From an optimization exercise on the open Yosys and OpenROAD flow, aimed at small area, a short achievable clock period and few clock cycles per item; shortcuts taken in it are not production practice.
No functional check of the RTL was part of any run shown here.
No activity file was given, so power comes from the tool's default toggle rates.

`flow/flow/run.sh`:
```
#!/bin/bash
# The standard layout, with every input and output port buffered by a
# sky130_fd_sc_hd__buf_1 instead of the resizer's default choice.
set -euo pipefail
bash standard.sh BUFFER_PORTS_ARGS="-buffer_cell sky130_fd_sc_hd__buf_1" ADDER_MAP_FILE= finish > standard.log 2>&1
```
`flow/standard.sh`:
```
#!/bin/bash
# synth_recipe.tcl (not shown) runs the flow's synth.tcl, then flattens the netlist and writes it again
# the make line also repeats each setting of config.mk as NAME=value (left out here)
make -C /OpenROAD-flow-scripts/flow DESIGN_CONFIG=/design/flow/config.mk WORK_HOME=/design/flow/orfs CLKGATE_MAP_FILE= SYNTH_SCRIPT=/design/flow/synth_recipe.tcl "${@:-finish}"
```
`flow/config.mk`:
```
export PLATFORM = sky130hd
export DESIGN_NAME = Out_of_Order_divider
export DESIGN_NICKNAME = Out_of_Order_divider
export VERILOG_FILES = /design/flow/design.v
export SDC_FILE = /design/flow/constraint.sdc
export NUM_CORES = 4
export LEC_CHECK = 0
export CAP_MARGIN = 20
export CORE_MARGIN = 2
export CORE_UTILIZATION = 40
export PLACE_DENSITY = 0.6
export SETUP_SLACK_MARGIN = 3.0
export SLEW_MARGIN = 20
```
`flow/constraint.sdc`:
```
create_clock -name core_clock -period 6.0 [get_ports {clk}]
set_input_delay 1.2000 -clock core_clock [delete_from_list [all_inputs] [get_ports {clk}]]
set_output_delay 1.2000 -clock core_clock [all_outputs]
set_load 0.01 [all_outputs]
```
`flow/design.v`:
```
module single_divider (Clk, a_in, d_in, q_out, r_out);
input Clk;
input [7:0] a_in, d_in;
output [7:0] q_out, r_out;
wire [0:0] x0 = a_in[7:7];
wire [1:0] b_0;
wire [0:0] df_0;
assign b_0[0] = 1'b0;
assign df_0[0] = x0[0] ^ d_in[0] ^ b_0[0];
assign b_0[1] = (~x0[0] & d_in[0]) | (~(x0[0] ^ d_in[0]) & b_0[0]);
wire ge_0 = (d_in[7:1] == 0) && !b_0[1];
wire [0:0] r1 = ge_0 ? df_0 : x0;
wire [0:0] qq1 = {ge_0};
wire [6:0] aa1 = a_in[6:0];
wire [1:0] x1 = {r1, aa1[6:6]};
wire [2:0] b_1;
wire [1:0] df_1;
assign b_1[0] = 1'b0;
assign df_1[0] = x1[0] ^ d_in[0] ^ b_1[0];
assign b_1[1] = (~x1[0] & d_in[0]) | (~(x1[0] ^ d_in[0]) & b_1[0]);
assign df_1[1] = x1[1] ^ d_in[1] ^ b_1[1];
assign b_1[2] = (~x1[1] & d_in[1]) | (~(x1[1] ^ d_in[1]) & b_1[1]);
wire ge_1 = (d_in[7:2] == 0) && !b_1[2];
wire [1:0] r2 = ge_1 ? df_1 : x1;
wire [1:0] qq2 = {qq1, ge_1};
wire [5:0] aa2 = aa1[5:0];
wire [2:0] x2 = {r2, aa2[5:5]};
wire [3:0] b_2;
wire [2:0] df_2;
assign b_2[0] = 1'b0;
assign df_2[0] = x2[0] ^ d_in[0] ^ b_2[0];
assign b_2[1] = (~x2[0] & d_in[0]) | (~(x2[0] ^ d_in[0]) & b_2[0]);
assign df_2[1] = x2[1] ^ d_in[1] ^ b_2[1];
assign b_2[2] = (~x2[1] & d_in[1]) | (~(x2[1] ^ d_in[1]) & b_2[1]);
assign df_2[2] = x2[2] ^ d_in[2] ^ b_2[2];
assign b_2[3] = (~x2[2] & d_in[2]) | (~(x2[2] ^ d_in[2]) & b_2[2]);
wire ge_2 = (d_in[7:3] == 0) && !b_2[3];
wire [2:0] r3 = ge_2 ? df_2 : x2;
wire [2:0] qq3 = {qq2, ge_2};
wire [4:0] aa3 = aa2[4:0];
reg [2:0] r_p1;
always @(posedge Clk) r_p1 <= r3;
reg [4:0] a_p1;
always @(posedge Clk) a_p1 <= aa3;
reg [2:0] q_p1;
always @(posedge Clk) q_p1 <= qq3;
reg [7:0] d_p1;
always @(posedge Clk) d_p1 <= d_in;
wire [3:0] x3 = {r_p1, a_p1[4:4]};
wire [4:0] b_3;
wire [3:0] df_3;
assign b_3[0] = 1'b0;
assign df_3[0] = x3[0] ^ d_p1[0] ^ b_3[0];
assign b_3[1] = (~x3[0] & d_p1[0]) | (~(x3[0] ^ d_p1[0]) & b_3[0]);
assign df_3[1] = x3[1] ^ d_p1[1] ^ b_3[1];
assign b_3[2] = (~x3[1] & d_p1[1]) | (~(x3[1] ^ d_p1[1]) & b_3[1]);
assign df_3[2] = x3[2] ^ d_p1[2] ^ b_3[2];
assign b_3[3] = (~x3[2] & d_p1[2]) | (~(x3[2] ^ d_p1[2]) & b_3[2]);
assign df_3[3] = x3[3] ^ d_p1[3] ^ b_3[3];
assign b_3[4] = (~x3[3] & d_p1[3]) | (~(x3[3] ^ d_p1[3]) & b_3[3]);
wire ge_3 = (d_p1[7:4] == 0) && !b_3[4];
wire [3:0] r4 = ge_3 ? df_3 : x3;
wire [3:0] qq4 = {q_p1, ge_3};
wire [3:0] aa4 = a_p1[3:0];
wire [4:0] x4 = {r4, aa4[3:3]};
wire [5:0] b_4;
wire [4:0] df_4;
assign b_4[0] = 1'b0;
assign df_4[0] = x4[0] ^ d_p1[0] ^ b_4[0];
assign b_4[1] = (~x4[0] & d_p1[0]) | (~(x4[0] ^ d_p1[0]) & b_4[0]);
assign df_4[1] = x4[1] ^ d_p1[1] ^ b_4[1];
assign b_4[2] = (~x4[1] & d_p1[1]) | (~(x4[1] ^ d_p1[1]) & b_4[1]);
assign df_4[2] = x4[2] ^ d_p1[2] ^ b_4[2];
assign b_4[3] = (~x4[2] & d_p1[2]) | (~(x4[2] ^ d_p1[2]) & b_4[2]);
assign df_4[3] = x4[3] ^ d_p1[3] ^ b_4[3];
assign b_4[4] = (~x4[3] & d_p1[3]) | (~(x4[3] ^ d_p1[3]) & b_4[3]);
assign df_4[4] = x4[4] ^ d_p1[4] ^ b_4[4];
assign b_4[5] = (~x4[4] & d_p1[4]) | (~(x4[4] ^ d_p1[4]) & b_4[4]);
wire ge_4 = (d_p1[7:5] == 0) && !b_4[5];
wire [4:0] r5 = ge_4 ? df_4 : x4;
wire [4:0] qq5 = {qq4, ge_4};
wire [2:0] aa5 = aa4[2:0];
reg [4:0] r_p2;
always @(posedge Clk) r_p2 <= r5;
reg [2:0] a_p2;
always @(posedge Clk) a_p2 <= aa5;
reg [4:0] q_p2;
always @(posedge Clk) q_p2 <= qq5;
reg [7:0] d_p2;
always @(posedge Clk) d_p2 <= d_p1;
wire [5:0] x5 = {r_p2, a_p2[2:2]};
wire [6:0] b_5;
wire [5:0] df_5;
assign b_5[0] = 1'b0;
assign df_5[0] = x5[0] ^ d_p2[0] ^ b_5[0];
assign b_5[1] = (~x5[0] & d_p2[0]) | (~(x5[0] ^ d_p2[0]) & b_5[0]);
assign df_5[1] = x5[1] ^ d_p2[1] ^ b_5[1];
assign b_5[2] = (~x5[1] & d_p2[1]) | (~(x5[1] ^ d_p2[1]) & b_5[1]);
assign df_5[2] = x5[2] ^ d_p2[2] ^ b_5[2];
assign b_5[3] = (~x5[2] & d_p2[2]) | (~(x5[2] ^ d_p2[2]) & b_5[2]);
assign df_5[3] = x5[3] ^ d_p2[3] ^ b_5[3];
assign b_5[4] = (~x5[3] & d_p2[3]) | (~(x5[3] ^ d_p2[3]) & b_5[3]);
assign df_5[4] = x5[4] ^ d_p2[4] ^ b_5[4];
assign b_5[5] = (~x5[4] & d_p2[4]) | (~(x5[4] ^ d_p2[4]) & b_5[4]);
assign df_5[5] = x5[5] ^ d_p2[5] ^ b_5[5];
assign b_5[6] = (~x5[5] & d_p2[5]) | (~(x5[5] ^ d_p2[5]) & b_5[5]);
wire ge_5 = (d_p2[7:6] == 0) && !b_5[6];
wire [5:0] r6 = ge_5 ? df_5 : x5;
wire [5:0] qq6 = {q_p2, ge_5};
wire [1:0] aa6 = a_p2[1:0];
wire [6:0] x6 = {r6, aa6[1:1]};
wire [7:0] b_6;
wire [6:0] df_6;
assign b_6[0] = 1'b0;
assign df_6[0] = x6[0] ^ d_p2[0] ^ b_6[0];
assign b_6[1] = (~x6[0] & d_p2[0]) | (~(x6[0] ^ d_p2[0]) & b_6[0]);
assign df_6[1] = x6[1] ^ d_p2[1] ^ b_6[1];
assign b_6[2] = (~x6[1] & d_p2[1]) | (~(x6[1] ^ d_p2[1]) & b_6[1]);
assign df_6[2] = x6[2] ^ d_p2[2] ^ b_6[2];
assign b_6[3] = (~x6[2] & d_p2[2]) | (~(x6[2] ^ d_p2[2]) & b_6[2]);
assign df_6[3] = x6[3] ^ d_p2[3] ^ b_6[3];
assign b_6[4] = (~x6[3] & d_p2[3]) | (~(x6[3] ^ d_p2[3]) & b_6[3]);
assign df_6[4] = x6[4] ^ d_p2[4] ^ b_6[4];
assign b_6[5] = (~x6[4] & d_p2[4]) | (~(x6[4] ^ d_p2[4]) & b_6[4]);
assign df_6[5] = x6[5] ^ d_p2[5] ^ b_6[5];
assign b_6[6] = (~x6[5] & d_p2[5]) | (~(x6[5] ^ d_p2[5]) & b_6[5]);
assign df_6[6] = x6[6] ^ d_p2[6] ^ b_6[6];
assign b_6[7] = (~x6[6] & d_p2[6]) | (~(x6[6] ^ d_p2[6]) & b_6[6]);
wire ge_6 = (d_p2[7:7] == 0) && !b_6[7];
wire [6:0] r7 = ge_6 ? df_6 : x6;
wire [6:0] qq7 = {qq6, ge_6};
wire [0:0] aa7 = aa6[0:0];
reg [6:0] r_p3;
always @(posedge Clk) r_p3 <= r7;
reg [0:0] a_p3;
always @(posedge Clk) a_p3 <= aa7;
reg [6:0] q_p3;
always @(posedge Clk) q_p3 <= qq7;
reg [7:0] d_p3;
always @(posedge Clk) d_p3 <= d_p2;
wire [7:0] x7 = {r_p3, a_p3[0:0]};
wire [8:0] b_7;
wire [7:0] df_7;
assign b_7[0] = 1'b0;
assign df_7[0] = x7[0] ^ d_p3[0] ^ b_7[0];
assign b_7[1] = (~x7[0] & d_p3[0]) | (~(x7[0] ^ d_p3[0]) & b_7[0]);
assign df_7[1] = x7[1] ^ d_p3[1] ^ b_7[1];
assign b_7[2] = (~x7[1] & d_p3[1]) | (~(x7[1] ^ d_p3[1]) & b_7[1]);
assign df_7[2] = x7[2] ^ d_p3[2] ^ b_7[2];
assign b_7[3] = (~x7[2] & d_p3[2]) | (~(x7[2] ^ d_p3[2]) & b_7[2]);
assign df_7[3] = x7[3] ^ d_p3[3] ^ b_7[3];
assign b_7[4] = (~x7[3] & d_p3[3]) | (~(x7[3] ^ d_p3[3]) & b_7[3]);
assign df_7[4] = x7[4] ^ d_p3[4] ^ b_7[4];
assign b_7[5] = (~x7[4] & d_p3[4]) | (~(x7[4] ^ d_p3[4]) & b_7[4]);
assign df_7[5] = x7[5] ^ d_p3[5] ^ b_7[5];
assign b_7[6] = (~x7[5] & d_p3[5]) | (~(x7[5] ^ d_p3[5]) & b_7[5]);
assign df_7[6] = x7[6] ^ d_p3[6] ^ b_7[6];
assign b_7[7] = (~x7[6] & d_p3[6]) | (~(x7[6] ^ d_p3[6]) & b_7[6]);
assign df_7[7] = x7[7] ^ d_p3[7] ^ b_7[7];
assign b_7[8] = (~x7[7] & d_p3[7]) | (~(x7[7] ^ d_p3[7]) & b_7[7]);
wire ge_7 = 1'b1 && !b_7[8];
wire [7:0] r8 = ge_7 ? df_7 : x7;
wire [7:0] qq8 = {q_p3, ge_7};
reg [7:0] r_p4;
always @(posedge Clk) r_p4 <= r8;
reg [7:0] q_p4;
always @(posedge Clk) q_p4 <= qq8;
assign q_out = q_p4;
assign r_out = r_p4;
endmodule
`timescale 1 ns / 100 ps
module Out_of_Order_divider (clk, rst, start, memory_write_complete, dd_addr, dd_data, qr_we, qr_addr, qr_data);
input clk, rst, start;
output memory_write_complete;
output [4:0] dd_addr;
input [15:0] dd_data;
output qr_we;
output [4:0] qr_addr;
output [15:0] qr_data;
reg [5:0] cnt;
reg run;
wire last = run && (cnt == 6'd35);
always @(posedge clk, posedge rst)
begin
  if (rst) begin
    cnt <= 6'd0;
    run <= 1'b0;
  end else if (last) begin
    cnt <= 6'd0;
    run <= 1'b0;
  end else if (start || run) begin
    cnt <= cnt + 6'd1;
    run <= 1'b1;
  end
end
wire [5:0] wcnt = cnt - 6'd4;
assign dd_addr = cnt[4:0];
assign qr_we = run && (cnt >= 6'd4);
assign qr_addr = wcnt[4:0];
assign memory_write_complete = last;
single_divider divider (.Clk(clk), .a_in(dd_data[15:8]), .d_in(dd_data[7:0]), .q_out(qr_data[15:8]), .r_out(qr_data[7:0]));
endmodule
```
==> flow_summary.json, run 1 <==
{
  "outcome": "finished clean",
  "synth_cells": 377,
  "worstMarginPinSlew_ns": 0.445,
  "cts.sinks": 86,
  "power.share.sequential_pct": 46.8,
  "hold_end": "divider.q_p4[1]$_DFF_P_",
  "track_usage_pct": 13.5,
  "synthTopCellsByArea": "dfxtp_1, xnor2_1, dfrtp_1, nand2_1, a21oi_1",
  "r2r_start": "divider.d_p2[6]$_DFF_P_",
  "r2r_setup_slack_ns": 2.91,
  "synth_largest_area_cell": "dfxtp_1",
  "synth_common_cells": "dfxtp_1, xnor2_1, nand2_1",
  "arrival_ns": 3.33,
  "cp_max_fo": 5,
  "cts_tree": "built",
  "routedWlPerCell_um": 12.3,
  "p_clk_share_pct": 26.0,
  "slew_headroom_pct": 69.5,
  "drt-initial-drc-count": 66,
  "avgViaCountPerCell": 4.92,
  "final.setup_skew_ns": 0.00975,
  "finalCritPeriodShare_pct": 51.6,
  "design_area_um2": 4650,
  "synth_cell_types": 68,
  "hold_class": "reg2reg",
  "worstHoldStart": "divider.q_p3[0]$_DFF_P_",
  "postSynthAreaPerCell_um2": 9.78,
  "hold_buffers": 0,
  "ant_nets": 0,
  "grt_max_degree": 17,
  "p_sw_uw": 492,
  "crit_required_ns": 6.24,
  "instances_no_fill": 562,
  "totalWireLength_um": 6930,
  "p_int_mw": 1.04,
  "drt_pass1_iterations": 4,
  "synth_nets": 396,
  "numCtsBuffers": 9,
  "timing.hold.ws_ns": 0.325,
  "area_growth_pct": 26.1,
  "clk_pin_slew_ns": 0.09,
  "synth_top_area_share_pct": 42.9,
  "switching_share_pct": 32.1,
  "drc": 0,
  "synth_most_common_cell": "dfxtp_1",
  "final_nets": 465,
  "die_y_um": 100,
  "placed_cells": 519,
  "drive_above_1_share_pct": 27.7,
  "ir_worst_vdd_v": 0.000153,
  "clock_latency_ns": 0.35,
  "grt_pass1_vias": 2571,
  "powerDensity_nw_per_um2": 329,
  "grt_overflow": 0,
  "vias": 2763,
  "worst-setup-path-type": "reg2reg",
  "leakage_nw": 1.80,
  "syn_area_um2": 3690,
  "die-area_um2": 10000,
  "utilization_pct": 51.1,
  "rr_endpoint": "divider.r_p3[1]$_DFF_P_",
  "start_kind": "flip-flop",
  "grt_setup_unrepaired": "yes",
  "io_buffers": 46,
  "die_w_um": 100,
  "ys_async_sr_fraction_pct": 8.14,
  "fmax_mhz": 323,
  "drv_cap": 0,
  "synth_edf_count": 0,
  "io_pins": 47,
  "worstHoldPathCells": 0,
  "r2r_cells": 13,
  "start_util_pct": 40.5,
  "dp_hpwl_um": 4530,
  "synth-main-ff-cell": "dfxtp_1",
  "cts_buffer_depth": 2,
  "ys_warn_count": 2,
  "gp_congestion": 0.818,
  "setup_tns_ns": 0,
  "finalSetupViolCount": 0,
  "synth-seq-area-share_pct": 47.6,
  "placed_cell_area_um2": 3910,
  "grt_antenna_before_repair": 0,
  "drv_slew": 0,
  "cts.root.buffer_cell": "clkbuf_8",
  "period_needed_ns": 3.09,
  "diodes": 0,
  "critPathCaptureType": "flip-flop",
  "num_rows": 35,
  "ys_ff_latch": 86,
  "grt_pass1_wl_um": 11000,
  "fp.coreArea_um2": 9110,
  "hold_viol": 0,
  "htreeDepth": 3,
  "p_comb_share_pct": 27.2
}
## per-layer routing
layer	track usage, %	routed length (µm)	part of all wire, %	vias to the layer above
met1	14.9	2890	42	1291
met4	3.69	76	1.1	0
met3	4.18	177	2.6	7
li1	-	-	-	1421
met2	24.9	3780	55	44
met5	0	0	0	-
## layout make-up
class,count,area (µm²)
well taps,111,139
repair buffers,73,384
flip-flops and latches,86,1790
inverters,24,90.1
clock buffers,10,128
multi-input cells,252,2050
fillers,831,4460
clock inverters,6,71.3
## flip-flops by register name, indices dropped and copies added, names as in the netlist
register	count
divider.a_p1	5
divider.q_p1	3
run	1
divider.a_p2	3
divider.q_p4	8
divider.d_p1	8
divider.r_p4	8
cnt	6
divider.r_p3	7
divider.d_p3	8
divider.q_p2	5
divider.q_p3	7
divider.r_p2	5
divider.a_p3	1
divider.r_p1	3
divider.d_p2	8
## stage by stage
step | worst slack, ns | power, mW
3_3_place_gp | 2.63 | 1.06
6_report | 2.91 | 1.53
3_5_place_dp | 2.50 | 1.07
5_1_grt | 2.77 | 1.62
4_1_cts | 2.92 | 1.50
2_1_floorplan | 3.02 | 1.01
## how the worst max path moves through the flow
stage / start / to / depth (start not counted)
finish: divider.d_p2[6]$_DFF_P_ / divider.r_p3[1]$_DFF_P_ / 13
CTS: divider.d_p2[4]$_DFF_P_ / divider.r_p3[1]$_DFF_P_ / 12
global placement: dd_data[1] / divider.r_p1[1]$_DFF_P_ / 10
floorplan: divider.d_p2[0]$_DFF_P_ / divider.r_p3[1]$_DFF_P_ / 13
detailed placement: dd_data[1] / divider.r_p1[1]$_DFF_P_ / 10
global route: divider.d_p2[6]$_DFF_P_ / divider.r_p3[1]$_DFF_P_ / 13
## cells by family after synthesis
family | after synthesis | share of synthesized area [%]
AND/OR/NAND/NOR | 114 | 15.1
XOR/XNOR | 45 | 10.7
flip-flops | 86 | 47.6
buffers and inverters | 39 | 4.95
AO/OA/AOI/OAI | 83 | 18.8
adder cells (fa/ha/maj) | 10 | 2.82
## repair_timing
action	in CTS	in global routing
setup buffers	13	14
gates resized for setup	38	48
endpoints found under the setup margin	20	20
pin swaps	14	24
## layout by cell type, fill, tap and decap left out, types with 4 or more instances in the layout
cell type / count
dfxtp_1: 65
buf_1: 45
nand2_1: 35
xnor2_1: 29
buf_4: 25
inv_1: 23
nor2_1: 21
o21ai_0: 17
a21oi_1: 15
xor2_1: 9
clkbuf_8: 9
dfxtp_2: 8
nand3_1: 7
nand2b_1: 7
maj3_2: 7
xnor2_2: 7
dfrtp_1: 7
dfxtp_4: 6
or3_1: 4
o21a_1: 4
a21oi_2: 4
and2_1: 4
## critical path, cell delays in order (launching register included)
cell and delay [ns]:
dfxtp_4 0.34, or2_4 0.26, a211oi_4 0.25, buf_6 0.16, a2bb2oi_4 0.08, a22o_1 0.20
a22o_1 0.23, or3_4 0.38, a221o_1 0.37, o31ai_4 0.09, o41ai_4 0.13, buf_4 0.17
a311oi_2 0.22, xnor2_1 0.11
## power groups by stage
| stage | registers [mW] | logic (mW) | clock network [mW] |
|---|---|---|---|
| 5_1_grt | 0.728 | 0.458 | 0.435 |
| 3_5_place_dp | 0.726 | 0.339 | 0 |
| 3_3_place_gp | 0.724 | 0.334 | 0 |
| 6_report | 0.716 | 0.416 | 0.398 |
| 2_1_floorplan | 0.722 | 0.284 | 0 |
| 4_1_cts | 0.714 | 0.367 | 0.414 |
==> inputs of run 2 (changes only) <==
--- a/flow/config.mk
+++ b/flow/config.mk
@@ -11,3 +11,3 @@
 export PLACE_DENSITY = 0.6
-export SETUP_SLACK_MARGIN = 3.0
+export SETUP_SLACK_MARGIN = 2.5
 export SLEW_MARGIN = 20
==> run 2 against run 1 <==
Combinational power down 19%; die area unchanged; synthesized cell count unchanged; sequential share of layout area up 4.0 points; setup slack worse by 0.15 ns; clock skew down 0.0021 ns; non-clock buffer count down 26; critical path depth down 1; critical path type unchanged; largest power group unchanged; highest routed layer unchanged.
==> flow_summary.json, run 2 <==
{
  "arrival_ns": 3.53,
  "synth_nets": 396,
  "setup_tns_ns": 0,
  "slowest_delay_ns": 0.40,
  "synth_top_area_share_pct": 42.9,
  "postSynthAreaPerCell_um2": 9.78,
  "totalWireLength_um": 6090,
  "worst_slack_ns": 2.75,
  "final.setup_skew_ns": 0.00767,
  "io_pins": 47,
  "power.share.sequential_pct": 48.4,
  "cts_buffer_depth": 2,
  "synthTopCellsByArea": "dfxtp_1, xnor2_1, dfrtp_1, nand2_1, a21oi_1",
  "outcome": "finished clean",
  "p_sw_uw": 443,
  "cts.root.buffer_cell": "clkbuf_8",
  "die_w_um": 100,
  "grt_max_degree": 15,
  "grt_antenna_before_repair": 0,
  "grt_pass1_wl_um": 10600,
  "drv_cap": 0,
  "diodes": 0,
  "syn_area_um2": 3690,
  "ys_warn_count": 2,
  "grt_pass1_vias": 2443,
  "synth_common_cells": "dfxtp_1, xnor2_1, nand2_1",
  "num_rows": 35,
  "final_nets": 439,
  "cp_common_cell": "or3_1",
  "ant_nets": 0,
  "dp_hpwl_um": 4540,
  "final_common_cell": "dfxtp_1",
  "leakage_nw": 1.58,
  "drive_above_1_share_pct": 10.8,
  "powerDensity_nw_per_um2": 356,
  "ys_ff_latch": 86,
  "cts.sinks": 86,
  "period_needed_ns": 3.25,
  "p_int_mw": 1.03,
  "htreeDepth": 3,
  "drt-initial-drc-count": 88,
  "die_y_um": 100,
  "vias": 2605,
  "fp.coreArea_um2": 9110,
  "slew_headroom_pct": 64.8,
  "die-area_um2": 10000,
  "drt_pass1_iterations": 4,
  "start_kind": "flip-flop",
  "cpMaxStageDelayCell": "or3_1",
  "synth_cells": 377,
  "clk_pin_slew_ns": 0.08,
  "synth-seq-area-share_pct": 47.6,
  "hold_viol": 0,
  "p_comb_share_pct": 22.9,
  "fmax_mhz": 308,
  "area_growth_pct": 12.4,
  "switching_share_pct": 30.1,
  "met2_usage_pct": 23.2,
  "synth-main-ff-cell": "dfxtp_1",
  "drc": 0,
  "ir_worst_vdd_v": 0.000101,
  "finalSetupViolCount": 0,
  "crit_required_ns": 6.28,
  "grt_overflow": 0,
  "dp_worst_setup_slack_ns": 2.60,
  "cp_max_fo": 7,
  "cts_tree": "built",
  "numCtsBuffers": 9,
  "ys_async_sr_fraction_pct": 8.14,
  "critPathCaptureType": "flip-flop",
  "avgViaCountPerCell": 4.86,
  "finalCritPeriodShare_pct": 54.1,
  "p_clk_share_pct": 28.7,
  "drv_slew": 0,
  "hold_class": "reg2reg",
  "grt_setup_unrepaired": "no",
  "routedWlPerCell_um": 11.4,
  "utilization_pct": 45.5,
  "start_util_pct": 40.5,
  "synth_largest_area_cell": "dfxtp_1",
  "synth_cell_types": 68,
  "clock_latency_ns": 0.35,
  "final_cell_mix": "dfxtp_1, buf_1, xnor2_1, nand2_1, nor2_1",
  "synth_edf_count": 0,
  "gp_congestion": 0.816,
  "worstMarginPinSlew_ns": 0.524,
  "track_usage_pct": 13.1,
  "busiest_layer": "met2",
  "io_buffers": 46,
  "worst-setup-path-type": "reg2reg",
  "critical_path.cell_chain": "nand2b_1, o211a_4, or3_1, a22oi_2, xnor2_2, or3_1, a221o_1, o31ai_2, o41ai_4, buf_4, a311oi_2, xnor2_1",
  "met1_usage_pct": 14.5,
  "hold_buffers": 0,
  "met3_usage_pct": 3.97,
  "synth_most_common_cell": "dfxtp_1"
}
run 2: cell counts after synthesis:
Identical to the previous run, type by type.
run 2: logic make-up after synthesis:
logic type	count (synthesis)	synth area share [%]
simple gates	114	15.1
flops	86	47.6
fa+ha+maj	10	2.82
compound gates	83	18.8
xor+xnor	45	10.7
buf+inv	39	4.95
run 2: worst paths after layout:
| check | startpoint | endpoint | slack, ns | cells after the start |
|---|---|---|---|---|
| worst max register to register | divider.a_p2[2]$_DFF_P_ | divider.r_p3[1]$_DFF_P_ | 2.75 | 12 |
| worst min register to register | divider.q_p3[1]$_DFF_P_ | divider.q_p4[2]$_DFF_P_ | 0.33 | 0 |
| worst min-delay path | divider.q_p3[1]$_DFF_P_ | divider.q_p4[2]$_DFF_P_ | 0.33 | 0 |
| worst max-delay path | divider.a_p2[2]$_DFF_P_ | divider.r_p3[1]$_DFF_P_ | 2.75 | 12 |
| min in group asynchronous | rst | cnt[3]$_DFFE_PP0P_ | 0.74 | 2 |
| max in group asynchronous | rst | cnt[4]$_DFFE_PP0P_ | 5.04 | 2 |
run 2: layout make-up:
type,count,area (µm²)
clock buffers,12,166
multi-input cells,252,1760
well taps,111,139
repair buffers,47,180
inverters,24,90.1
fillers,927,4960
flip-flops and latches,86,1760
clock inverters,4,52.6
run 2: stage by stage:
step	hold WS (ns)	power (mW)	instances	cell area [µm²]
floorplan	0.310	1.01	377	3690
global placement	0.312	1.06	519	3910
detailed placement	0.312	1.07	519	3910
CTS	0.332	1.50	535	4130
global route	0.338	1.57	536	4150
finish	0.326	1.48	536	4150
run 2: power groups by stage:
stage | combinational (mW) | clock, mW | sequential, mW
3_3_place_gp | 0.334 | 0 | 0.725
3_5_place_dp | 0.339 | 0 | 0.727
5_1_grt | 0.383 | 0.462 | 0.729
6_report | 0.338 | 0.423 | 0.714
2_1_floorplan | 0.284 | 0 | 0.722
4_1_cts | 0.340 | 0.443 | 0.714
run 2: repair_timing:
item / CTS / global route
resized for setup: 0 / 4
endpoints found under the setup margin: 0 / 6
setup buffers: 0 / 1
run 2: critical path, delay by kind of cell, from the launching register on:
family,cells,cell delay [ns]
compound gates,6,1.39
simple gates,3,0.99
flops,1,0.36
xor+xnor,2,0.28
buf+inv,1,0.18
run 2: layer usage:
metal | wire length [µm] | vias up
met5 | 0 | -
met4 | 96 | 0
met3 | 194 | 9
met2 | 3040 | 41
met1 | 2750 | 1187
li1 | - | 1368
==> inputs of run 3 (changes only) <==
--- a/flow/config.mk
+++ b/flow/config.mk
@@ -9,5 +9,4 @@
 export CORE_MARGIN = 2
-export CORE_UTILIZATION = 40
-export PLACE_DENSITY = 0.6
-export SETUP_SLACK_MARGIN = 2.5
+export CORE_UTILIZATION = 55
+export PLACE_DENSITY = 0.75
 export SLEW_MARGIN = 20
==> run 3 against run 2 <==
Clock power is 4% lower; critical path type unchanged; sequential cell count stayed put; register-to-register slack worse by 0.16 ns; synthesized area stayed put; combinational power hardly changed; clock-buffer cell count is 2 lower; setup slack worse by 0.16 ns; synthesized cell count stayed put.
==> flow_summary.json, run 3 <==
{
  "crit_required_ns": 6.29,
  "num_rows": 29,
  "hold_class": "reg2reg",
  "htreeDepth": 3,
  "drt-initial-drc-count": 71,
  "area_growth_pct": 10.4,
  "cts.root.buffer_cell": "clkbuf_8",
  "vias": 2639,
  "ant_nets": 0,
  "r2r_start": "divider.d_p2[0]$_DFF_P_",
  "crit_path_end": "divider.r_p3[1]$_DFF_P_",
  "ys_warn_count": 2,
  "cts_buffer_depth": 2,
  "drc": 0,
  "period_needed_ns": 3.40,
  "diodes": 0,
  "synth_largest_area_cell": "dfxtp_1",
  "avgViaCountPerCell": 5.27,
  "leakage_nw": 1.56,
  "utilization_pct": 63.4,
  "synth_cell_types": 68,
  "r2r_setup_slack_ns": 2.60,
  "start_kind": "flip-flop",
  "track_usage_pct": 18.0,
  "syn_area_um2": 3690,
  "synth_common_cells": "dfxtp_1, xnor2_1, nand2_1",
  "drv_cap": 0,
  "synth_most_common_cell": "dfxtp_1",
  "grt_setup_unrepaired": "no",
  "met1_length_um": 2620,
  "powerDensity_nw_per_um2": 358,
  "dp_hpwl_um": 4430,
  "critPathCaptureType": "flip-flop",
  "grt_overflow": 0,
  "die_w_um": 85.9,
  "grt_max_degree": 18,
  "cts_resized": 0,
  "crit_start": "divider.d_p2[0]$_DFF_P_",
  "totalWireLength_um": 5810,
  "start_util_pct": 57.4,
  "ys_async_sr_fraction_pct": 8.14,
  "numCtsBuffers": 9,
  "synth-seq-area-share_pct": 47.6,
  "die_y_um": 85.9,
  "instances_no_fill": 501,
  "routedWlPerCell_um": 11.6,
  "highest_layer": "met4",
  "grt_pass1_wl_um": 10500,
  "worstHoldPathCells": 0,
  "synth-main-ff-cell": "dfxtp_1",
  "grt_pass1_vias": 2505,
  "hold_buffers": 0,
  "setup_tns_ns": 0,
  "worst-setup-path-type": "reg2reg",
  "design_area_um2": 4070,
  "synth_adder_area_share_pct": 2.82,
  "finalSetupViolCount": 0,
  "synthTopCellsByArea": "dfxtp_1, xnor2_1, dfrtp_1, nand2_1, a21oi_1",
  "final_cell_mix": "dfxtp_1, buf_1, xnor2_1",
  "io_buffers": 46,
  "cts_setup_buffers": 0,
  "synth_cells": 377,
  "die-area_um2": 7380,
  "synth-simple-area-share_pct": 15.1,
  "grt_antenna_before_repair": 0,
  "ir_worst_vdd_v": 0.000125,
  "fmax_mhz": 294,
  "slew_headroom_pct": 64.8,
  "wl_met2_um": 2890,
  "drv_slew": 0,
  "finalCritPeriodShare_pct": 56.7,
  "drt_pass1_iterations": 23,
  "placed_cells": 485,
  "final_common_cell": "dfxtp_1",
  "drive_above_1_share_pct": 9.91,
  "synth_nets": 396,
  "synth_top_family_by_area": "compound AO/OA/AOI/OAI gates",
  "rr_endpoint": "divider.r_p3[1]$_DFF_P_",
  "cp_max_fo": 10,
  "clk_pin_slew_ns": 0.09,
  "synthMuxAreaShare_pct": 0,
  "r2r_cells": 12,
  "n_fill_cell": 554,
  "worstMarginPinSlew_ns": 0.526,
  "hold_viol": 0,
  "synth_edf_count": 0,
  "cts.sinks": 86,
  "synthXorXnorAreaFrac_pct": 10.7,
  "cts_tree": "built",
  "synth_top_area_share_pct": 42.9,
  "arrival_ns": 3.69,
  "io_pins": 47,
  "postSynthAreaPerCell_um2": 9.78,
  "outcome": "finished clean",
  "gp_congestion": 0.832,
  "wl_met3_um": 168,
  "final.setup_skew_ns": 0.00982,
  "clock_latency_ns": 0.36,
  "fp.coreArea_um2": 6420,
  "ys_ff_latch": 86,
  "synth_compound_gate_area_share_pct": 18.8,
  "placed_cell_area_um2": 3860,
  "final_nets": 438
}
-- run 3: cell types whose count changed in the layout (fill, tap and decap cells not counted) --
cell       delta
dfxtp_2       -2
inv_6         +4
a21oi_1       +1
clkbuf_1      -1
clkbuf_8      -1
clkinv_2      -1
inv_8         +2
xnor2_1       +1
a21oi_2       -1
buf_4         -1
bufinv_16     -1
clkinv_4      -2
dfxtp_1       +2
xnor2_2       -1
-- run 3: critical path, stage by stage (launching register included) --
cell	delay [ns]
dfxtp_1	0.50
nand2b_1	0.18
o211a_4	0.31
or3_1	0.36
a22oi_2	0.16
xnor2_1	0.28
or3_1	0.20
a221o_1	0.16
o31ai_2	0.10
o41ai_4	0.54
nor3_1	0.13
a311oi_2	0.29
xnor2_1	0.14
-- run 3: cell type report --
| class | count | area [µm²] | share of cell area (%) |
|---|---|---|---|
| inverter | 24 | 90.1 | 2.21 |
| timing repair buffer | 46 | 173 | 4.24 |
| clock buffer | 10 | 149 | 3.66 |
| tap | 77 | 96.3 | 2.37 |
| sequential | 86 | 1760 | 43.1 |
| multi-input combinational | 252 | 1750 | 43.0 |
| clock inverter | 6 | 57.6 | 1.41 |
-- run 3: cell families after synthesis --
| family | Yosys count |
|---|---|
| buffers and inverters | 39 |
| AOI/OAI and AO/OA | 83 |
| xor gates and xnor gates | 45 |
| adders and majority gates | 10 |
| DFF | 86 |
| and+or+nand+nor | 114 |
-- run 3: metrics by stage --
step | power, mW | worst slack, ns | hold WS [ns]
finish | 1.46 | 2.60 | 0.332
global route | 1.55 | 2.27 | 0.328
CTS | 1.47 | 2.58 | 0.331
detailed placement | 1.07 | 2.49 | 0.312
global placement | 1.05 | 2.63 | 0.310
floorplan | 1.01 | 2.97 | 0.310
-- run 3: where the power goes --
group	switching, mW	total [mW]	internal (mW)
clock	0.219	0.406	0.187
sequential	0.0638	0.712	0.649
combinational	0.187	0.338	0.151
total	0.469	1.46	0.987
-- run 3: worst min path at each step --
stage                              endpoint  slack (ns)               startpoint
detailed placement  divider.q_p3[3]$_DFF_P_        0.31  divider.q_p2[1]$_DFF_P_
CTS                 divider.q_p4[4]$_DFF_P_        0.33  divider.q_p3[3]$_DFF_P_
floorplan           divider.a_p2[0]$_DFF_P_        0.31  divider.a_p1[0]$_DFF_P_
global placement    divider.q_p2[3]$_DFF_P_        0.31  divider.q_p1[1]$_DFF_P_
global route        divider.q_p4[4]$_DFF_P_        0.33  divider.q_p3[3]$_DFF_P_
finish              divider.q_p2[4]$_DFF_P_        0.33  divider.q_p1[2]$_DFF_P_
-- run 3: routing by layer --
metal	track usage [%]	vias up
met5	0	-
met4	10.4	0
met3	4.52	11
met2	30.7	38
met1	20.3	1218
li1	-	1372
==> inputs of run 4 (changes only) <==
--- a/flow/config.mk
+++ b/flow/config.mk
@@ -11,2 +11,3 @@
 export PLACE_DENSITY = 0.75
+export SETUP_SLACK_MARGIN = 2.8
 export SLEW_MARGIN = 20
==> run 4 against run 3 <==
Combinational power grew 8.3%; clock skew shrank 0.00071 ns; via count grew 3.6%; sequential share of layout area shrank 1.4 points; synthesized area is the same; utilization grew 3.1 points; sequential power is essentially flat; largest power group unchanged; highest routed layer unchanged.
==> flow_summary.json, run 4 <==
{
  "htreeDepth": 3,
  "ys_async_sr_fraction_pct": 8.14,
  "period_needed_ns": 3.15,
  "rr_endpoint": "divider.r_p3[1]$_DFF_P_",
  "powerDensity_nw_per_um2": 348,
  "cts_tree": "built",
  "drive_above_1_share_pct": 18.5,
  "cp_max_fo": 5,
  "cts.root.buffer_cell": "clkbuf_8",
  "synth_common_cells": "dfxtp_1, xnor2_1, nand2_1",
  "leakage_nw": 1.65,
  "fmax_mhz": 317,
  "clock_latency_ns": 0.36,
  "worstHoldStart": "divider.q_p1[2]$_DFF_P_",
  "multi_input_area_um2": 1860,
  "seq_area_um2": 1780,
  "drv_slew": 0,
  "io_pins": 47,
  "vias": 2735,
  "avgViaCountPerCell": 5.36,
  "grt_pass1_wl_um": 10600,
  "grt_pass1_vias": 2532,
  "synth_top_area_share_pct": 42.9,
  "r2r_cells": 12,
  "synth-seq-area-share_pct": 47.6,
  "die-area_um2": 7380,
  "synth_cells": 377,
  "final_nets": 447,
  "area_growth_pct": 15.8,
  "start_kind": "flip-flop",
  "met1_length_um": 2680,
  "totalWireLength_um": 6180,
  "worst-setup-path-type": "reg2reg",
  "cts.sinks": 86,
  "drt_pass1_iterations": 23,
  "worstHoldPathCells": 0,
  "final.setup_skew_ns": 0.00911,
  "final_cell_mix": "dfxtp_1, buf_1, nand2_1",
  "diodes": 0,
  "slew_headroom_pct": 68.7,
  "drv_cap": 0,
  "track_usage_pct": 18.2,
  "syn_area_um2": 3690,
  "io_buffers": 46,
  "setup_tns_ns": 0,
  "grt_overflow": 0,
  "drt-initial-drc-count": 85,
  "synth_largest_area_cell": "dfxtp_1",
  "synth_most_common_cell": "dfxtp_1",
  "numCtsBuffers": 9,
  "grt_max_degree": 18,
  "r2r_setup_slack_ns": 2.85,
  "synth_nets": 396,
  "outcome": "finished clean",
  "hold_class": "reg2reg",
  "fp.coreArea_um2": 6420,
  "die_w_um": 85.9,
  "routedWlPerCell_um": 12.1,
  "grt_antenna_before_repair": 0,
  "wl_met2_um": 3160,
  "hold_viol": 0,
  "ir_worst_vdd_v": 0.000125,
  "dp_hpwl_um": 4430,
  "synth_edf_count": 0,
  "ys_warn_count": 2,
  "postSynthAreaPerCell_um2": 9.78,
  "critPathCaptureType": "flip-flop",
  "highest_layer": "met4",
  "cts_buffer_depth": 2,
  "ant_nets": 0,
  "arrival_ns": 3.40,
  "synth_cell_types": 68,
  "finalCritPeriodShare_pct": 52.5,
  "hold_end": "divider.q_p2[4]$_DFF_P_",
  "crit_required_ns": 6.25,
  "n_fill_cell": 524,
  "gp_congestion": 0.832,
  "start_util_pct": 57.4,
  "r2r_start": "divider.r_p2[0]$_DFF_P_",
  "worstMarginPinSlew_ns": 0.468,
  "utilization_pct": 66.5,
  "p_total_mw": 1.49,
  "ys_ff_latch": 86,
  "num_rows": 29,
  "drc": 0,
  "synth-main-ff-cell": "dfxtp_1",
  "synthTopCellsByArea": "dfxtp_1, xnor2_1, dfrtp_1, nand2_1, a21oi_1",
  "clk_pin_slew_ns": 0.09,
  "grt_setup_unrepaired": "yes",
  "die_y_um": 85.9,
  "finalSetupViolCount": 0,
  "wl_met3_um": 186,
  "final_common_cell": "dfxtp_1"
}
-- run 4: worst max-delay path: stages, from the launching register on --
cell      delay (ns)
dfxtp_4         0.37
nor2b_2         0.17
o211a_4         0.28
or3_4           0.37
a22oi_2         0.17
xnor2_2         0.14
or3_4           0.39
a221o_1         0.37
o31ai_4         0.09
o41ai_4         0.16
buf_4           0.16
a311oi_2        0.27
xnor2_1         0.10
-- run 4: worst max path at each step --
stage                            start                 endpoint
5_1_grt        divider.d_p2[6]$_DFF_P_  divider.r_p3[1]$_DFF_P_
3_3_place_gp                dd_data[1]  divider.r_p1[1]$_DFF_P_
4_1_cts        divider.a_p2[2]$_DFF_P_  divider.r_p3[1]$_DFF_P_
2_1_floorplan  divider.d_p2[0]$_DFF_P_  divider.r_p3[1]$_DFF_P_
6_report       divider.r_p2[0]$_DFF_P_  divider.r_p3[1]$_DFF_P_
3_5_place_dp                dd_data[1]  divider.r_p1[1]$_DFF_P_
-- run 4: kinds of logic (layout without fill, tap and decap cells) --
group / count (synthesis) / after routing / share of synthesized area (%)
and+or+nand+nor: 114 / 114 / 15.1
DFF: 86 / 86 / 47.6
buffers and inverters: 39 / 95 / 4.95
AOI/OAI and AO/OA: 83 / 83 / 18.8
xor gates and xnor gates: 45 / 45 / 10.7
adders and majority gates: 10 / 10 / 2.82
-- run 4: timing repair --
action / in CTS / in global routing
setup buffers: 2 / 7
hold buffers: 0 / 0
resized for setup: 6 / 33
pin swaps: 1 / 12
cloned: 0 / 0
endpoints found under the setup margin: 4 / 18
-- run 4: final cells by class --
type                       instances  share of cell area [%]
clock buffer                      10                    3.49
clock inverter                     6                    1.35
inverter                          24                    2.11
multi-input combinational        252                    43.4
sequential                        86                    41.7
tap                               77                    2.26
timing repair buffer              55                    5.65
-- run 4: power breakdown --
| part | switching [mW] | internal, mW | total, mW |
|---|---|---|---|
| sequential | 0.0656 | 0.649 | 0.714 |
| combinational | 0.198 | 0.168 | 0.366 |
| clock | 0.220 | 0.187 | 0.407 |
| total | 0.484 | 1.00 | 1.49 |
-- run 4: per-layer routing --
layer / vias up / global-route usage, %
met2: 47 / 31.2
met3: 14 / 4.52
met5: - / 0
met1: 1284 / 20.4
met4: 0 / 10.4
li1: 1390 / -
-- run 4: per-stage QoR --
| step | hold slack [ns] | setup WS (ns) | std cells | instance area [µm²] |
|---|---|---|---|---|
| 3_5_place_dp | 0.312 | 2.49 | 485 | 3860 |
| 3_3_place_gp | 0.310 | 2.63 | 485 | 3860 |
| 5_1_grt | 0.328 | 2.70 | 510 | 4270 |
| 4_1_cts | 0.331 | 2.79 | 503 | 4100 |
| 2_1_floorplan | 0.310 | 2.97 | 377 | 3690 |
| 6_report | 0.331 | 2.85 | 510 | 4270 |
==> inputs of run 5 (changes only) <==
--- a/flow/config.mk
+++ b/flow/config.mk
@@ -9,4 +9,4 @@
 export CORE_MARGIN = 2
-export CORE_UTILIZATION = 55
-export PLACE_DENSITY = 0.75
+export CORE_UTILIZATION = 50
+export PLACE_DENSITY = 0.7
 export SETUP_SLACK_MARGIN = 2.8
==> run 5 against run 4 <==
Global-route usage down 2.8 points; still clean on timing, DRC and antenna; clock power down 3%; clock skew fell by 0.0021 ns; largest cell class unchanged; setup slack lost 0.024 ns; cell count rose by 4.1%; sequential share of layout area down 0.67 points; critical endpoint unchanged; sequential power barely moved; hold slack worse by 0.0014 ns; critical path depth is 1 higher; via count shrank 1.5%; sequential cell count unchanged.
==> flow_summary.json, run 5 <==
{
  "slew_headroom_pct": 67.5,
  "synthTopCellsByArea": "dfxtp_1, xnor2_1, dfrtp_1, nand2_1, a21oi_1",
  "worst-setup-path-type": "reg2reg",
  "ys_async_sr_fraction_pct": 8.14,
  "synth_edf_count": 0,
  "die-area_um2": 8080,
  "r2r_cells": 13,
  "synth_adder_area_share_pct": 2.82,
  "finalCritPeriodShare_pct": 52.9,
  "busiest_layer": "met2",
  "drive_above_1_share_pct": 19.2,
  "area_growth_pct": 17.4,
  "syn_area_um2": 3690,
  "p_total_mw": 1.48,
  "dp_hpwl_um": 4490,
  "cts_buffer_depth": 2,
  "cts.root.buffer_cell": "clkbuf_8",
  "rr_endpoint": "divider.r_p3[1]$_DFF_P_",
  "setup_tns_ns": 0,
  "crit_required_ns": 6.27,
  "synth_most_common_cell": "dfxtp_1",
  "drt_pass1_iterations": 4,
  "final_nets": 446,
  "drv_cap": 0,
  "drv_slew": 0,
  "timing.hold.ws_ns": 0.330,
  "hold_viol": 0,
  "ys_warn_count": 2,
  "ys_ff_latch": 86,
  "final_common_cell": "dfxtp_1",
  "synth_cells": 377,
  "final_cell_mix": "dfxtp_1, buf_1, nand2_1",
  "synthMuxAreaShare_pct": 0,
  "utilization_pct": 60.0,
  "start_kind": "flip-flop",
  "synthXorXnorAreaFrac_pct": 10.7,
  "powerDensity_nw_per_um2": 342,
  "synth_top_area_share_pct": 42.9,
  "placed_cells": 507,
  "synth-seq-area-share_pct": 47.6,
  "crit_start": "divider.d_p2[7]$_DFF_P_",
  "clk_pin_slew_ns": 0.08,
  "avgViaCountPerCell": 5.07,
  "synth_compound_gate_area_share_pct": 18.8,
  "cpMaxStageDelayCell": "o41ai_4",
  "synth_common_cells": "dfxtp_1, xnor2_1, nand2_1",
  "critical_path.cell_chain": "or2_4, a211oi_4, buf_4, a2bb2oi_4, a21oi_1, xnor2_2, o21a_1, a221o_1, o31ai_4, o41ai_4, nor3_2, a311oi_2, xnor2_1",
  "period_needed_ns": 3.17,
  "grt_overflow": 0,
  "start_util_pct": 51.1,
  "die_w_um": 89.9,
  "critPathCaptureType": "flip-flop",
  "synth-simple-area-share_pct": 15.1,
  "die_y_um": 89.9,
  "r2r_setup_slack_ns": 2.83,
  "synth_cell_types": 68,
  "finalSetupViolCount": 0,
  "synth_nets": 396,
  "cts.sinks": 86,
  "grt_antenna_before_repair": 0,
  "routedWlPerCell_um": 11.8,
  "diodes": 0,
  "worstMarginPinSlew_ns": 0.486,
  "fp.coreArea_um2": 7210,
  "crit_path_end": "divider.r_p3[1]$_DFF_P_",
  "totalWireLength_um": 6280,
  "synth_top_family_by_area": "compound AO/OA/AOI/OAI gates",
  "grt_max_degree": 15,
  "synth_largest_area_cell": "dfxtp_1",
  "slowest_delay_ns": 0.53,
  "ant_nets": 0,
  "io_buffers": 46,
  "leakage_nw": 1.65,
  "ir_worst_vdd_v": 0.000106,
  "grt_pass1_vias": 2432,
  "cts_tree": "built",
  "outcome": "finished clean",
  "grt_setup_unrepaired": "yes",
  "synth-main-ff-cell": "dfxtp_1",
  "htreeDepth": 3,
  "final.setup_skew_ns": 0.00701,
  "cp_num_cells": 13,
  "clock_latency_ns": 0.34,
  "cp_top_family": "compound AO/OA/AOI/OAI gates",
  "vias": 2694,
  "arrival_ns": 3.45,
  "num_rows": 31,
  "numCtsBuffers": 9,
  "drt-initial-drc-count": 107,
  "io_pins": 47,
  "gp_congestion": 0.839,
  "drc": 0,
  "track_usage_pct": 15.4,
  "fmax_mhz": 315,
  "grt_pass1_wl_um": 10300,
  "path_buf_inv": 1,
  "cp_max_fo": 5,
  "postSynthAreaPerCell_um2": 9.78,
  "met2_usage_pct": 27.3,
  "met1_usage_pct": 17.5,
  "hold_class": "reg2reg",
  "met3_usage_pct": 3.44,
  "instances_no_fill": 531,
  "r2r_start": "divider.d_p2[7]$_DFF_P_"
}
## run 5: cell counts after synthesis
Identical to the previous run, type by type.
## run 5: repair_timing
item | 4_1_cts | 5_1_grt
setup endpoints to repair | 8 | 15
resized for setup | 7 | 39
buffers inserted | 1 | 7
hold buffers | 0 | 0
pin swaps | 1 | 12
endpoints found under the hold margin | 0 | 0
## run 5: how the worst min path moves through the flow
stage / cells past startpoint / endpoint / from
2_1_floorplan: 0 / divider.a_p2[0]$_DFF_P_ / divider.a_p1[0]$_DFF_P_
3_3_place_gp: 0 / divider.q_p2[2]$_DFF_P_ / divider.q_p1[0]$_DFF_P_
3_5_place_dp: 0 / divider.q_p4[7]$_DFF_P_ / divider.q_p3[6]$_DFF_P_
4_1_cts: 0 / divider.q_p4[7]$_DFF_P_ / divider.q_p3[6]$_DFF_P_
5_1_grt: 0 / divider.q_p4[3]$_DFF_P_ / divider.q_p3[2]$_DFF_P_
6_report: 0 / divider.q_p4[3]$_DFF_P_ / divider.q_p3[2]$_DFF_P_
## run 5: logic make-up (layout without fill, tap and decap cells)
family / Yosys count / in the layout
fa+ha+maj: 10 / 10
xor+xnor: 45 / 45
flops: 86 / 86
simple gates: 114 / 114
buf+inv: 39 / 94
compound gates: 83 / 83
## run 5: power breakdown
part | leakage, nW | switching, mW | internal [mW] | total, mW
Sequential | 0.741 | 0.0677 | 0.649 | 0.717
Combinational | 0.809 | 0.198 | 0.169 | 0.367
Clock | 0.104 | 0.191 | 0.205 | 0.396
## run 5: final cells by class
cell class	count	area, µm²
clock buffers	11	141
clock inverters	5	57.6
flip-flops and latches	86	1780
repair buffers	54	233
well taps	99	124
fillers	639	2890
inverters	24	90.1
multi-input cells	252	1910
## run 5: per-layer routing
layer / vias to the layer above / part of all wire [%]
met4: 0 / 1.2
li1: 1389 / -
met2: 51 / 52
met1: 1247 / 44
met5: - / 0
met3: 7 / 3.2
## run 5: stage by stage
step	area, µm²	setup WS, ns
global placement	3890	2.63
global route	4330	2.68
CTS	4120	2.77
detailed placement	3890	2.53
finish	4330	2.83
floorplan	3690	2.97
==> inputs of run 6 (changes only) <==
==> flow/flow/run.sh (replaced) <==
#!/bin/bash
# The standard layout, with every input and output port buffered by a
# sky130_fd_sc_hd__buf_1 instead of the resizer's default choice.
set -euo pipefail
bash standard.sh BUFFER_PORTS_ARGS="-buffer_cell sky130_fd_sc_hd__buf_1"  finish > standard.log 2>&1
--- a/flow/config.mk
+++ b/flow/config.mk
@@ -9,5 +9,4 @@
 export CORE_MARGIN = 2
-export CORE_UTILIZATION = 50
-export PLACE_DENSITY = 0.7
-export SETUP_SLACK_MARGIN = 2.8
+export CORE_UTILIZATION = 40
+export PLACE_DENSITY = 0.6
 export SLEW_MARGIN = 20
==> run 6 against run 5 <==
Non-clock buffer count decreased by 8; setup slack got worse by 2.3 ns; highest routed layer unchanged; largest cell class is now registers; critical path depth increased by 6; still clean on timing, DRC and antenna.
==> flow_summary.json, run 6 <==
{
  "outcome": "finished clean",
  "final_nets": 382,
  "io_pins": 47,
  "fmax_mhz": 182,
  "cp_max_fo": 9,
  "synth_compound_gate_area_share_pct": 2.27,
  "worstHoldStart": "divider.a_p1[2]$_DFF_P_",
  "die_w_um": 95.6,
  "numCtsBuffers": 9,
  "synthXorXnorAreaFrac_pct": 1.04,
  "final_cell_mix": "dfxtp_1, inv_1, buf_1",
  "period_needed_ns": 5.49,
  "die-area_um2": 9140,
  "grt_pass1_vias": 1878,
  "finalCritPeriodShare_pct": 91.5,
  "cts.sinks": 86,
  "arrival_ns": 5.74,
  "drt_pass1_iterations": 4,
  "p_total_mw": 1.47,
  "hold_buffers": 0,
  "synth_top_area_share_pct": 47.1,
  "dp_hpwl_um": 3680,
  "diodes": 0,
  "cts_resized": 0,
  "ant_nets": 0,
  "utilization_pct": 46.6,
  "clock_latency_ns": 0.35,
  "synth_edf_count": 0,
  "synthTopCellsByArea": "dfxtp_1, fa_1, dfrtp_1, inv_1, ha_1",
  "hold_end": "divider.a_p2[2]$_DFF_P_",
  "avgViaCountPerCell": 4.24,
  "timing.hold.ws_ns": 0.327,
  "multi_input_area_um2": 1350,
  "clk_pin_slew_ns": 0.09,
  "r2r_start": "divider.d_p2[0]$_DFF_P_",
  "cts_buffer_depth": 2,
  "seq_area_um2": 1760,
  "track_usage_pct": 11.8,
  "final.setup_skew_ns": 0.00816,
  "ir_worst_vdd_v": 0.000132,
  "synth_top_family_by_area": "adder cells",
  "grt_setup_unrepaired": "no",
  "vias": 1833,
  "synth_nets": 335,
  "routedWlPerCell_um": 10.5,
  "grt_overflow": 0,
  "grt_max_degree": 17,
  "placed_cells": 416,
  "synth_most_common_cell": "dfxtp_1",
  "rr_endpoint": "divider.r_p3[1]$_DFF_P_",
  "finalSetupViolCount": 0,
  "leakage_nw": 1.75,
  "worstHoldPathCells": 0,
  "drive_above_1_share_pct": 10.4,
  "cts_tree": "built",
  "worstMarginPinSlew_ns": 0.651,
  "synth-simple-area-share_pct": 6.97,
  "synth_adder_area_share_pct": 21.5,
  "synthMuxAreaShare_pct": 8.46,
  "synth_common_cells": "dfxtp_1, inv_1, fa_1",
  "synth-seq-area-share_pct": 52.3,
  "synth_cell_types": 33,
  "setup_tns_ns": 0,
  "r2r_cells": 19,
  "hold_viol": 0,
  "ys_ff_latch": 86,
  "synth_cells": 275,
  "start_util_pct": 41.1,
  "critPathCaptureType": "flip-flop",
  "synth_largest_area_cell": "dfxtp_1",
  "drv_slew": 0,
  "slew_headroom_pct": 56.2,
  "powerDensity_nw_per_um2": 386,
  "htreeDepth": 3,
  "synth-main-ff-cell": "dfxtp_1",
  "die_y_um": 95.6,
  "num_rows": 33,
  "ys_warn_count": 2,
  "final_common_cell": "dfxtp_1",
  "drv_cap": 0,
  "ys_async_sr_fraction_pct": 8.14,
  "instances_no_fill": 432,
  "r2r_setup_slack_ns": 0.51,
  "n_fill_cell": 766,
  "totalWireLength_um": 4550,
  "gp_congestion": 0.777,
  "postSynthAreaPerCell_um2": 12.2,
  "worst-setup-path-type": "reg2reg",
  "hold_class": "reg2reg",
  "grt_antenna_before_repair": 0,
  "io_buffers": 46,
  "syn_area_um2": 3360,
  "area_growth_pct": 13.5,
  "drt-initial-drc-count": 46,
  "cts_setup_buffers": 0,
  "cts.root.buffer_cell": "clkbuf_8",
  "grt_pass1_wl_um": 8130,
  "crit_required_ns": 6.25,
  "start_kind": "flip-flop",
  "fp.coreArea_um2": 8180,
  "drc": 0
}
[run 6: cell type report]
| type | count | area share (%) |
|---|---|---|
| multi-input combinational | 132 | 35.5 |
| clock buffer | 10 | 3.91 |
| sequential | 86 | 46.1 |
| tap | 105 | 3.45 |
| timing repair buffer | 46 | 4.53 |
| inverter | 47 | 4.63 |
| clock inverter | 6 | 1.90 |
[run 6: per-stage QoR]
step | cell area (µm²) | worst slack [ns]
2_1_floorplan | 3360 | 0.611
3_3_place_gp | 3590 | 0.605
3_5_place_dp | 3590 | 0.529
4_1_cts | 3810 | 0.509
5_1_grt | 3810 | 0.230
6_report | 3810 | 0.511
[run 6: routing by layer]
layer  vias up  GRT usage (%)  routed length, µm
met2        37           19.1               2200
met5         -              0                  0
li1        945              -                  -
met4         0           5.83                133
met3        11           4.51                203
met1       840           13.7               2020
[run 6: worst max-delay path, cell delays in order (launching register included)]
cell and delay [ns]:
dfxtp_1 0.37, ha_1 0.15, inv_1 0.04, fa_1 0.40
fa_1 0.39, fa_1 0.40, fa_1 0.37, inv_1 0.07
fa_1 0.19, nor3_2 0.09, mux2i_1 0.17, fa_1 0.44
fa_1 0.39, fa_1 0.39, fa_1 0.39, fa_1 0.36
inv_1 0.08, fa_1 0.15, or2_2 0.20, mux2_2 0.35
[run 6: cell families after synthesis]
kind of cell	Yosys count
fa+ha+maj	41
xor+xnor	4
compound gates	13
simple gates	48
buf+inv	57
mux	26
flops	86
[run 6: power breakdown]
part	internal (mW)	leakage, nW	switching [mW]	total [mW]
Sequential	0.655	0.740	0.0427	0.697
Clock	0.222	0.109	0.204	0.426
Combinational	0.151	0.903	0.195	0.346
[run 6: worst max path at each step]
stage / start / end / slack, ns / depth (start not counted)
CTS: divider.d_p2[0]$_DFF_P_ / divider.r_p3[1]$_DFF_P_ / 0.51 / 19
floorplan: divider.d_p2[0]$_DFF_P_ / divider.r_p3[1]$_DFF_P_ / 0.61 / 20
global route: divider.d_p2[0]$_DFF_P_ / divider.r_p3[1]$_DFF_P_ / 0.23 / 19
detailed placement: divider.a_p2[2]$_DFF_P_ / divider.r_p3[1]$_DFF_P_ / 0.53 / 20
global placement: divider.d_p2[0]$_DFF_P_ / divider.r_p3[1]$_DFF_P_ / 0.61 / 19
finish: divider.d_p2[0]$_DFF_P_ / divider.r_p3[1]$_DFF_P_ / 0.51 / 19
==> inputs of run 7 (changes only) <==
--- a/flow/design.v
+++ b/flow/design.v
@@ -163,8 +163,4 @@
 wire [7:0] qq8 = {q_p3, ge_7};
-reg [7:0] r_p4;
-always @(posedge Clk) r_p4 <= r8;
-reg [7:0] q_p4;
-always @(posedge Clk) q_p4 <= qq8;
-assign q_out = q_p4;
-assign r_out = r_p4;
+assign q_out = qq8;
+assign r_out = r8;
 endmodule
@@ -181,3 +177,3 @@
 reg run;
-wire last = run && (cnt == 6'd35);
+wire last = run && (cnt == 6'd34);
 always @(posedge clk, posedge rst)
@@ -195,5 +191,5 @@
 end
-wire [5:0] wcnt = cnt - 6'd4;
+wire [5:0] wcnt = cnt - 6'd3;
 assign dd_addr = cnt[4:0];
-assign qr_we = run && (cnt >= 6'd4);
+assign qr_we = run && (cnt >= 6'd3);
 assign qr_addr = wcnt[4:0];
==> flow/flow/run.sh (replaced) <==
#!/bin/bash
# The standard layout, with every input and output port buffered by a
# sky130_fd_sc_hd__buf_1 instead of the resizer's default choice.
set -euo pipefail
bash standard.sh BUFFER_PORTS_ARGS="-buffer_cell sky130_fd_sc_hd__buf_1" ADDER_MAP_FILE= finish > standard.log 2>&1
==> run 7 against run 6 <==
Still clean on timing, DRC and antenna; die area is 2.6% higher; utilization decreased by 0.39 points; non-clock buffer count is the same; routed wire length rose by 38%; design area is 0.66% higher; combinational power is essentially flat; setup slack improved by 0.48 ns; sequential cell count is 16 lower; critical endpoint is now qr_data[4].
==> flow_summary.json, run 7 <==
{
  "cts_resized": 0,
  "htreeDepth": 3,
  "avgViaCountPerCell": 5.15,
  "synth_edf_count": 0,
  "hold_buffers": 0,
  "drt_pass1_iterations": 4,
  "synth-seq-area-share_pct": 41.7,
  "die_y_um": 96.8,
  "drc": 0,
  "crit_required_ns": 4.80,
  "cts.sinks": 70,
  "synth_common_cells": "dfxtp_1, nand2_1, xnor2_1",
  "final_common_cell": "dfxtp_1",
  "dp_worst_setup_slack_ns": 1.32,
  "numCtsBuffers": 9,
  "fmax_mhz": 200,
  "synthMuxAreaShare_pct": 0.762,
  "final_cell_mix": "dfxtp_1, buf_1, nand2_1",
  "final.setup_skew_ns": 0.0102,
  "drv_slew": 0,
  "ys_ff_latch": 70,
  "worstHoldPathCells": 0,
  "ir_worst_vdd_v": 0.000131,
  "synth_top_area_share_pct": 36.6,
  "grt_antenna_before_repair": 0,
  "start_kind": "flip-flop",
  "rr_endpoint": "divider.r_p2[1]$_DFF_P_",
  "multi_input_area_um2": 1810,
  "seq_area_um2": 1440,
  "totalWireLength_um": 6300,
  "die-area_um2": 9380,
  "period_needed_ns": 5.00,
  "ant_nets": 0,
  "arrival_ns": 3.80,
  "vias": 2709,
  "die_w_um": 96.8,
  "timing.hold.ws_ns": 0.329,
  "start_util_pct": 41.5,
  "cp_max_fo": 7,
  "grt_setup_unrepaired": "no",
  "track_usage_pct": 14.1,
  "grt_pass1_vias": 2498,
  "worstHoldStart": "divider.q_p2[2]$_DFF_P_",
  "synth_most_common_cell": "dfxtp_1",
  "gp_congestion": 0.856,
  "ys_async_sr_fraction_pct": 10.0,
  "synth_largest_area_cell": "dfxtp_1",
  "synth_top_family_by_area": "simple AND/OR/NAND/NOR gates",
  "area_growth_pct": 11.3,
  "setup_tns_ns": 0,
  "num_rows": 33,
  "cts.root.buffer_cell": "clkbuf_8",
  "synthTopCellsByArea": "dfxtp_1, xnor2_1, dfrtp_1, xor2_1, nand2_1",
  "synthXorXnorAreaFrac_pct": 11.4,
  "finalCritPeriodShare_pct": 83.4,
  "synth_compound_gate_area_share_pct": 17.9,
  "r2r_setup_slack_ns": 2.31,
  "ys_warn_count": 2,
  "r2r_start": "divider.d_p1[0]$_DFF_P_",
  "syn_area_um2": 3450,
  "synth-simple-area-share_pct": 19.1,
  "drt-initial-drc-count": 75,
  "drv_cap": 0,
  "powerDensity_nw_per_um2": 340,
  "n_fill_cell": 828,
  "leakage_nw": 1.45,
  "cts_tree": "built",
  "synth_cell_types": 70,
  "synth-main-ff-cell": "dfxtp_1",
  "r2r_cells": 11,
  "grt_overflow": 0,
  "p_total_mw": 1.30,
  "io_buffers": 46,
  "worstMarginPinSlew_ns": 0.663,
  "slew_headroom_pct": 55.1,
  "finalSetupViolCount": 0,
  "outcome": "finished clean",
  "drive_above_1_share_pct": 8.31,
  "hold_class": "reg2reg",
  "final_nets": 435,
  "synth_adder_area_share_pct": 3.41,
  "synth_cells": 380,
  "cts_buffer_depth": 2,
  "io_pins": 47,
  "worst_slack_ns": 0.996,
  "grt_pass1_wl_um": 11100,
  "cts_setup_buffers": 0,
  "hold_end": "divider.q_p3[4]$_DFF_P_",
  "postSynthAreaPerCell_um2": 9.07,
  "fp.coreArea_um2": 8300,
  "grt_max_degree": 14,
  "diodes": 0,
  "hold_viol": 0,
  "worst-setup-path-type": "reg2out",
  "clk_pin_slew_ns": 0.07,
  "synth_nets": 399,
  "dp_hpwl_um": 4750,
  "clock_latency_ns": 0.35,
  "routedWlPerCell_um": 12.0,
  "critPathCaptureType": "primary output",
  "reg_top3": "divider.d_p1 (8), divider.d_p2 (8), divider.d_p3 (8)"
}
==> run 7: how the worst max path moves through the flow <==
stage,from,to,depth (start not counted)
after detailed placement,divider.d_p3[0]$_DFF_P_,qr_data[1],12
final,divider.d_p3[0]$_DFF_P_,qr_data[4],12
after CTS,divider.d_p3[0]$_DFF_P_,qr_data[1],12
after global placement,divider.d_p3[0]$_DFF_P_,qr_data[4],12
after floorplan,divider.d_p3[0]$_DFF_P_,qr_data[4],11
after global routing,divider.d_p3[0]$_DFF_P_,qr_data[2],12
==> run 7: worst max-delay path: stages, from the launching register on <==
cell	delay, ns
dfxtp_1	0.31
nor2b_1	0.15
maj3_2	0.33
maj3_1	0.39
maj3_1	0.38
or2_2	0.29
a21boi_0	0.16
maj3_1	0.41
maj3_2	0.35
o21ai_2	0.27
nand3_1	0.13
xnor2_1	0.14
buf_1	0.16
==> run 7: per-layer routing <==
| metal | vias up | wire length [µm] | share of wire [%] | GRT usage (%) |
|---|---|---|---|---|
| li1 | 1400 | - | - | - |
| met5 | - | 0 | 0 | 0 |
| met2 | 47 | 3030 | 48 | 22.2 |
| met1 | 1249 | 2930 | 47 | 17.9 |
| met3 | 13 | 232 | 3.7 | 5.06 |
| met4 | 0 | 102 | 1.6 | 4.66 |
==> run 7: cell type report <==
class | count | share of cell area (%)
repair buffers | 46 | 4.50
multi-input cells | 266 | 47.3
clock inverters | 7 | 1.89
well taps | 105 | 3.42
clock buffers | 9 | 3.23
flip-flops and latches | 70 | 37.4
inverters | 23 | 2.25
==> run 7: stage by stage <==
stage / cells / util, % / instance area (µm²)
finish: 526 / 46.2 / 3840
global route: 526 / 46.2 / 3840
CTS: 526 / 46.2 / 3840
detailed placement: 510 / 43.9 / 3640
global placement: 510 / 43.9 / 3640
floorplan: 380 / - / 3450
==> run 7: where the power goes <==
part / internal [mW] / leakage [nW] / switching, mW
Clock: 0.193 / 0.104 / 0.178
Sequential: 0.516 / 0.607 / 0.0698
Combinational: 0.155 / 0.736 / 0.193
==> run 7: cell families after synthesis <==
group / Yosys count
simple gates: 126
compound gates: 82
flops: 70
xor+xnor: 45
buf+inv: 44
fa+ha+maj: 11
mux: 2

## re-timing with driven ports
How much do the figures lean on ideal ports? The routed layouts below were timed once more, with nothing changed but the port constraints.
Step 1 sets driving cells, clkbuf_16 on the clock port and buf_2 on the other inputs (assumed; they add their load-dependent delay and slew).
Step 2 moves the port delays by t, midway between the first and last clock arrival at a register: inputs arrive t later, outputs are due t later. That takes back most of the time a late clock gives input paths.
a / b / c = ideal / step 1 / step 2; a / b = the first two.
run	t, ns	setup slack, ns	worst hold slack (ns)	slew at the worst register clock pin (ns)	pins driven straight from the clock port
run 1	0.370	2.906 / 2.906 / 2.803	0.325 / 0.325 / 0.325	0.09 / 0.09	1
run 2	0.374	2.753 / 2.753 / 2.521	0.326 / 0.326 / 0.326	0.08 / 0.08	1
run 3	0.382	2.595 / 2.595 / 2.437	0.332 / 0.332 / 0.332	0.09 / 0.09	1
run 4	0.383	2.849 / 2.849 / 2.634	0.331 / 0.331 / 0.331	0.09 / 0.09	1
run 5	0.369	2.825 / 2.825 / 2.630	0.330 / 0.330 / 0.330	0.08 / 0.08	1
run 6	0.376	0.511 / 0.511 / 0.511	0.327 / 0.327 / 0.327	0.09 / 0.09	1
run 7	0.368	0.996 / 0.968 / 1.336	0.329 / 0.329 / 0.329	0.08 / 0.08	1
After both steps every run listed still meets setup and hold. For run 2, which loses most, drivers alone change the setup slack by 0.000 ns; drivers and shift together by -0.232 ns.
